Source: an optimization exercise on an open RTL-to-GDS flow (aim: small area). Production flows keep margins and buffers that such runs may drop.
Where RTL was checked, it was by simulation tests only, not by an equivalence proof against the original.

==> build 30 <==
==> flow/design.v (excerpt) <==
module reservation_station(
clk,
reset,
push,
bypass,
decoded_opcode, op1v, op1, op2v, op2, dest, imm, res_id, execute_stage_opcode_addr,
push_branch_unresolved,
prediction_failed,
prediction_success,
CDB,
CDB_REG_ID,
CDB_FU_ID,
CDB_ISS_ID,
pull,
pull_non_load,
decoded_opcode_o, op1_o, op2_o, dest_o, imm_o, res_id_o, execute_stage_opcode_addr_o,
rdy,
rs_full,
rs_empty
);
localparam N = 15;
input clk;
input reset;
input push;
input pull;
input bypass;
input [6:0] decoded_opcode;
input op1v;
input [63:0]op1;
input op2v;
input [63:0]op2;
input [4:0]dest;
input [31:0]imm;
input [31:0]res_id;
input [14:0] execute_stage_opcode_addr;
input [63:0]CDB;
input [4:0]CDB_REG_ID;
input [3:0]CDB_FU_ID;
input [31:0]CDB_ISS_ID;
input push_branch_unresolved;
input prediction_failed;
input prediction_success;
input pull_non_load;
output rdy;
output rs_full;
output rs_empty;
output  [6:0] decoded_opcode_o;
output  [63:0]op1_o;
output  [63:0]op2_o;
output  [4:0]dest_o;
output  [31:0]imm_o;
output [31:0]res_id_o;
output   [14:0] execute_stage_opcode_addr_o;
reg [3:0] ptr    [0:N-1];
reg       q_spec [0:N-1];
reg       q_val  [0:N-1];
reg [3:0] bp;
wire [6:0]  sl_opc  [0:N-1];
wire        sl_v1   [0:N-1];
wire [63:0] sl_op1  [0:N-1];
wire        sl_v2   [0:N-1];
wire [63:0] sl_op2  [0:N-1];
wire [4:0]  sl_dest [0:N-1];
wire [31:0] sl_imm  [0:N-1];
wire [31:0] sl_rid  [0:N-1];
wire [14:0] sl_pc   [0:N-1];
wire cdb_nz   = CDB_REG_ID != 5'd0;
wire cdb_ones = (CDB_REG_ID == 5'h1f) && (CDB_ISS_ID == 32'hffffffff) && (CDB_FU_ID == 4'hf);
wire [40:0] cdb_tag = {CDB_REG_ID, CDB_ISS_ID, CDB_FU_ID};
reg [N-1:0] mr1, mr2, srdy, sany, su1, su2;
integer i;
always @(*) begin
    for (i = 0; i < N; i = i + 1) begin
        mr1[i] = cdb_nz && (sl_v1[i] ? cdb_ones : (sl_op1[i][63:23] == cdb_tag));
        mr2[i] = cdb_nz && (sl_v2[i] ? cdb_ones : (sl_op2[i][63:23] == cdb_tag));
        srdy[i] = !(pull_non_load && (sl_opc[i] >= 7'd11) && (sl_opc[i] <= 7'd15)) &&
                  (sl_v1[i] || mr1[i]) && (sl_v2[i] || mr2[i]);
        sany[i] = mr1[i] || mr2[i] || (sl_v1[i] && sl_v2[i]);
        su1[i]  = !(sl_v1[i] && sl_v2[i]) && mr1[i];
        su2[i]  = !(sl_v1[i] && sl_v2[i]) && mr2[i];
    end
end
reg [N-1:0] live, rdyv, anymt;
always @(*) begin
    for (i = 0; i < N; i = i + 1) begin
        live[i]  = (i < bp);
  ...
clock: 25.0 ns
lec_check: 0
cap_margin: 20
core_margin: 2
core_utilization: 60
place_density: 0.7
slew_margin: 40
standard.sh (not shown) runs the stock make flow with config.mk's settings and CLKGATE_MAP_FILE= SYNTH_SCRIPT=/design/flow/synth_recipe.tcl, a recipe that flattens the netlist after the stock synthesis.
==> flow/flow/run.sh <==
#!/bin/bash
# Own layout flow: the standard ORFS flow, except that
#  * synthesis maps the logic with an area-oriented ABC script (flow/abc.script)
#    in place of ORFS's delay-oriented one; everything else in synthesis is
#    the standard flow's own script (synth_recipe.tcl), so registers and names are unchanged;
#  * extra make variables from flow/extra.mk (port buffer cell, CTS options).
# Each tool's output stays in orfs/logs; make's own output goes to flow_make.log.
set -euo pipefail
W=$(pwd)
cat > "$W/own_synth.tcl" <<EOT
proc abc {args} {
  set i [lsearch -exact \$args -script]
  if {\$i >= 0} { set args [lreplace \$args [expr {\$i+1}] [expr {\$i+1}] {$W/flow/abc.script}] }
  yosys abc {*}\$args
}
source {$W/synth_recipe.tcl}
EOT
# The standard flow's make command line from standard.sh, without its target list
MAKECMD=$(grep '^make ' standard.sh | sed 's/ "\${@:-finish}"$//')
EXTRA=()
if [[ -f flow/extra.mk ]]; then
  while IFS= read -r l; do [[ -n "$l" && "$l" != \#* ]] && EXTRA+=("$l"); done < flow/extra.mk
fi
eval "$MAKECMD" SYNTH_SCRIPT="$W/own_synth.tcl" '"${EXTRA[@]}"' finish > "$W/flow_make.log" 2>&1
R=$W/orfs/results/$FLOW_PLATFORM/reservation_station/base
: # left out here: write the final layout as DEF
==> flow/flow/abc.script <==
strash
&get -n
&fraig -x
&put
scorr
dc2
strash
dch -f
amap
topo
==> flow/flow/extra.mk <==
BUFFER_PORTS_ARGS=-buffer_cell sky130_fd_sc_hd__buf_1
==> trial 59: changes against build 30 <==
--- a/flow/design.v
+++ b/flow/design.v
@@ -122,41 +122,46 @@
 wire m1_sel = mr1[sel_ptr];
 wire m2_sel = mr2[sel_ptr];
 reg [N-1:0] rd;
 always @(*) begin
     for (i = 0; i < N; i = i + 1)
         rd[i] = take && (sel_ptr == i);
 end
-reg [6:0]  s_opc;
-reg [63:0] s_op1, s_op2;
-reg [4:0]  s_dest;
-reg [31:0] s_imm, s_rid;
-reg [14:0] s_pc;
-always @(*) begin
-    s_opc = 0; s_op1 = 0; s_op2 = 0; s_dest = 0; s_imm = 0; s_rid = 0; s_pc = 0;
-    for (i = 0; i < N; i = i + 1) begin
-        s_opc  = s_opc  | ({7{rd[i]}}  & sl_opc[i]);
-        s_op1  = s_op1  | ({64{rd[i] && !use_cdb1}} & sl_op1[i]);
-        s_op2  = s_op2  | ({64{rd[i] && !use_cdb2}} & sl_op2[i]);
-        s_dest = s_dest | ({5{rd[i]}}  & sl_dest[i]);
-        s_imm  = s_imm  | ({32{rd[i]}} & sl_imm[i]);
-        s_rid  = s_rid  | ({32{rd[i]}} & sl_rid[i]);
-        s_pc   = s_pc   | ({15{rd[i]}} & sl_pc[i]);
-    end
-end
+reg [15*7-1:0]  p_opc;
+reg [15*64-1:0] p_op1, p_op2;
+reg [15*5-1:0]  p_dest;
+reg [15*32-1:0] p_imm, p_rid;
+reg [15*15-1:0] p_pc;
+reg [N-1:0] rd1, rd2;
+always @(*) begin
+    for (i = 0; i < N; i = i + 1) begin
+        p_opc[i*7 +: 7]   = sl_opc[i];
+        p_op1[i*64 +: 64] = sl_op1[i];
+        p_op2[i*64 +: 64] = sl_op2[i];
+        p_dest[i*5 +: 5]  = sl_dest[i];
+        p_imm[i*32 +: 32] = sl_imm[i];
+        p_rid[i*32 +: 32] = sl_rid[i];
+        p_pc[i*15 +: 15]  = sl_pc[i];
+        rd1[i] = rd[i] && !use_cdb1;
+        rd2[i] = rd[i] && !use_cdb2;
+    end
+end
+wire [6:0]  s_opc;
+rs_read #(7)  r_opc  (.d(p_opc),  .s(rd),  .e0(1'b0),   .x0(7'd0),  .e1(1'b0), .x1(7'd0), .o(s_opc));
+rs_read #(64) r_op1  (.d(p_op1),  .s(rd1), .e0(bypass), .x0(op1),   .e1(take && use_cdb1), .x1(CDB), .o(op1_o));
+rs_read #(64) r_op2  (.d(p_op2),  .s(rd2), .e0(bypass), .x0(op2),   .e1(take && use_cdb2), .x1(CDB), .o(op2_o));
+rs_read #(5)  r_dest (.d(p_dest), .s(rd),  .e0(bypass), .x0(dest),  .e1(1'b0), .x1(5'd0),  .o(dest_o));
+rs_read #(32) r_imm  (.d(p_imm),  .s(rd),  .e0(bypass), .x0(imm),   .e1(1'b0), .x1(32'd0), .o(imm_o));
+rs_read #(32) r_rid  (.d(p_rid),  .s(rd),  .e0(bypass), .x0(res_id), .e1(1'b0), .x1(32'd0), .o(res_id_o));
+rs_read #(15) r_pc   (.d(p_pc),   .s(rd),  .e0(bypass), .x0(execute_stage_opcode_addr), .e1(1'b0), .x1(15'd0),
+                      .o(execute_stage_opcode_addr_o));
 wire s_branch = (s_opc >= 7'd3) && (s_opc <= 7'd10);
 wire squash = !s_val || (!s_branch && prediction_failed && s_spec);
 assign rdy = take;
 assign decoded_opcode_o = bypass ? decoded_opcode : squash ? 7'd0 : s_opc;
-assign op1_o = bypass ? op1 : (s_op1 | ({64{take && use_cdb1}} & CDB));
-assign op2_o = bypass ? op2 : (s_op2 | ({64{take && use_cdb2}} & CDB));
-assign dest_o = bypass ? dest : s_dest;
-assign imm_o = bypass ? imm : s_imm;
-assign res_id_o = bypass ? res_id : s_rid;
-assign execute_stage_opcode_addr_o = bypass ? execute_stage_opcode_addr : s_pc;
 wire full = bp == N;
 assign rs_full = full;
 assign rs_empty = bp == 0;
 wire [3:0] wslot = full ? sel_ptr : ptr[bp];
 wire wr_en = push && (take || !full);
 wire cap_prev1 = take && has_prev && m1_sel;
 wire cap_prev2 = take && has_prev && m2_sel;
@@ -230,7 +235,28 @@
                 end
             end
             if (push && !full) bp <= bp + 4'd1;
         end
     end
 end
 endmodule
+module rs_read #(parameter W = 64) (
+    input  [15*W-1:0] d,
+    input  [14:0]     s,
+    input             e0,
+    input  [W-1:0]    x0,
+    input             e1,
+    input  [W-1:0]    x1,
+    output [W-1:0]    o
+);
+wire [W-1:0] p [0:5];
+genvar g;
+generate
+for (g = 0; g < 5; g = g + 1) begin : grp
+    assign p[g] = ~(({W{s[3*g]}}   & d[(3*g)*W   +: W]) |
+                    ({W{s[3*g+1]}} & d[(3*g+1)*W +: W]) |
+                    ({W{s[3*g+2]}} & d[(3*g+2)*W +: W]));
+end
+endgenerate
+assign p[5] = ~(({W{e0}} & x0) | ({W{e1}} & x1));
+assign o = ~(p[0] & p[1] & p[2] & p[3] & p[4] & p[5]);
+endmodule
==> flow/flow/abc.script (replaced) <==
strash
&get -n
&fraig -x
&put
scorr
dc2
dc2
strash
dch -f
amap
topo
==> flow/flow/extra.mk (replaced) <==
BUFFER_PORTS_ARGS=-buffer_cell sky130_fd_sc_hd__buf_1
CTS_ARGS=-sink_clustering_enable -repair_clock_nets -sink_clustering_size 25 -sink_clustering_max_diameter 80 -dont_use_dummy_load
==> flow/config.mk (replaced) <==
export PLATFORM = sky130hd
export DESIGN_NAME = reservation_station
export DESIGN_NICKNAME = reservation_station
export VERILOG_FILES = /design/flow/design.v
export SDC_FILE = /design/flow/constraint.sdc
export NUM_CORES = 8
export LEC_CHECK = 0
export CAP_MARGIN = 40
export CORE_MARGIN = 2
export CORE_UTILIZATION = 40
export PLACE_DENSITY = 0.5
export SLEW_MARGIN = 40
==> trial 54: changes against build 30 <==
--- a/flow/design.v
+++ b/flow/design.v
@@ -168,25 +168,23 @@
     reg [63:0] o1, o2;
     reg [4:0]  dst;
     reg [31:0] im, rid;
     reg [14:0] pc;
     wire wr   = wr_en && (wslot == g);
     wire cap1 = !bypass && (mr1[g] || (cap_prev1 && prev_ptr == g));
     wire cap2 = !bypass && (mr2[g] || (cap_prev2 && prev_ptr == g));
-    wire c1 = cap1 && !wr, h1 = !cap1 && !wr;
-    wire c2 = cap2 && !wr, h2 = !cap2 && !wr;
     always @(posedge clk) begin
         if (wr) begin
             opc <= decoded_opcode; dst <= dest; im <= imm; rid <= res_id;
             pc <= execute_stage_opcode_addr;
         end
-        if (wr) v1 <= op1v; else if (cap1) v1 <= 1'b1;
-        if (wr) v2 <= op2v; else if (cap2) v2 <= 1'b1;
-        o1 <= ({64{wr}} & op1) | ({64{c1}} & CDB) | ({64{h1}} & o1);
-        o2 <= ({64{wr}} & op2) | ({64{c2}} & CDB) | ({64{h2}} & o2);
+        if (wr) begin v1 <= op1v; o1 <= op1; end
+        else if (cap1) begin v1 <= 1'b1; o1 <= CDB; end
+        if (wr) begin v2 <= op2v; o2 <= op2; end
+        else if (cap2) begin v2 <= 1'b1; o2 <= CDB; end
     end
     assign sl_opc[g] = opc; assign sl_v1[g] = v1; assign sl_op1[g] = o1;
     assign sl_v2[g] = v2; assign sl_op2[g] = o2; assign sl_dest[g] = dst;
     assign sl_imm[g] = im; assign sl_rid[g] = rid; assign sl_pc[g] = pc;
 end
 endgenerate
 wire [3:0] bpm1 = bp - 4'd1;
==> flow/run.sh (new file) <==
#!/bin/bash
# synth_recipe.tcl (not shown) runs the flow's synth.tcl, then flattens the netlist and writes it again
# the make line also repeats each setting of config.mk as NAME=value (left out here)
make -C /OpenROAD-flow-scripts/flow DESIGN_CONFIG=/design/flow/config.mk WORK_HOME=/design/flow/orfs CLKGATE_MAP_FILE= SYNTH_SCRIPT=/design/flow/synth_recipe.tcl finish
==> flow/config.mk (replaced) <==
export PLATFORM = sky130hd
export DESIGN_NAME = reservation_station
export DESIGN_NICKNAME = reservation_station
export VERILOG_FILES = /design/flow/design.v
export SDC_FILE = /design/flow/constraint.sdc
export NUM_CORES = 8
export LEC_CHECK = 0
export CAP_MARGIN = 40
export CORE_MARGIN = 2
export CORE_UTILIZATION = 40
export PLACE_DENSITY = 0.5
export SLEW_MARGIN = 40
removed: flow/flow/run.sh
removed: flow/flow/abc.script
removed: flow/flow/extra.mk
removed: flow/standard.sh
==> results_dict.tcl <==
set metrics [dict create \
    die_width_um 616 \
    post_synth.cell_area_avg_um2 10.2 \
    grt_usage 0.609 \
    most_instantiated_library_cell_after_synthesis "dfxtp_1" \
    num_rows 224 \
    synth.top_cell.area_share 0.280 \
    die_y_um 616 \
    placed_cells 21012 \
    dp_slack_ns 2.43 \
    outcome "complete, no violations" \
    postSynth.topFlopCell "dfxtp_1" \
]
(the above is from trial 59)
==> results_dict.tcl <==
set metrics [dict create \
    tool.error "[ERROR GRT-0116] Global routing finished with congestion. Check the congestion regions in the DRC Viewer." \
    most_instantiated_library_cell_after_synthesis "dfxtp_1" \
    die_y_um 505 \
    outcome "aborted with a tool error" \
    outcome.stop_stage "global routing" \
    dp_slack_ns 1.80 \
]
(the above is from build 30)
==> results_dict.tcl <==
set metrics [dict create \
    post_synth.cell_area_avg_um2 10.8 \
    placed_cells 21542 \
    most_instantiated_library_cell_after_synthesis "nand2_1" \
    die_width_um 661 \
    dp_slack_ns 3.48 \
    num_rows 241 \
    grt_usage 0.534 \
    outcome "complete, no violations" \
    die_y_um 661 \
]
(the above is from trial 54)
Function not checked in build 30: the RTL went through the layout flow alone.

separate check: timing with driven ports:
The results above use ideal ports. As a check the final layouts listed here were re-extracted and re-timed, cells and wires unchanged.
Step 1, drivers: a clkbuf_16 drives clk and a buf_2 each remaining input, both assumed.
Step 2 also shifts input and output timing later by t, the mid clock arrival at the registers, as if the neighbouring blocks saw the same clock.
Slacks: no drivers / after step 1 / after step 2; pairs: no drivers / after step 1.
run	t (ns)	slack for setup (ns)	worst setup path at the end	worst slew at a driven data input, ns	cell pins on the clock port's net
trial 59	1.115	0.567 / 0.546 / 0.546	input to output	0.52	1
trial 54	1.129	2.548 / 2.523 / 2.523	input to output	0.27	1
After both steps every run listed still meets setup and hold. For trial 54, which loses most, drivers alone change the setup slack by -0.025 ns; drivers and shift together by -0.025 ns.
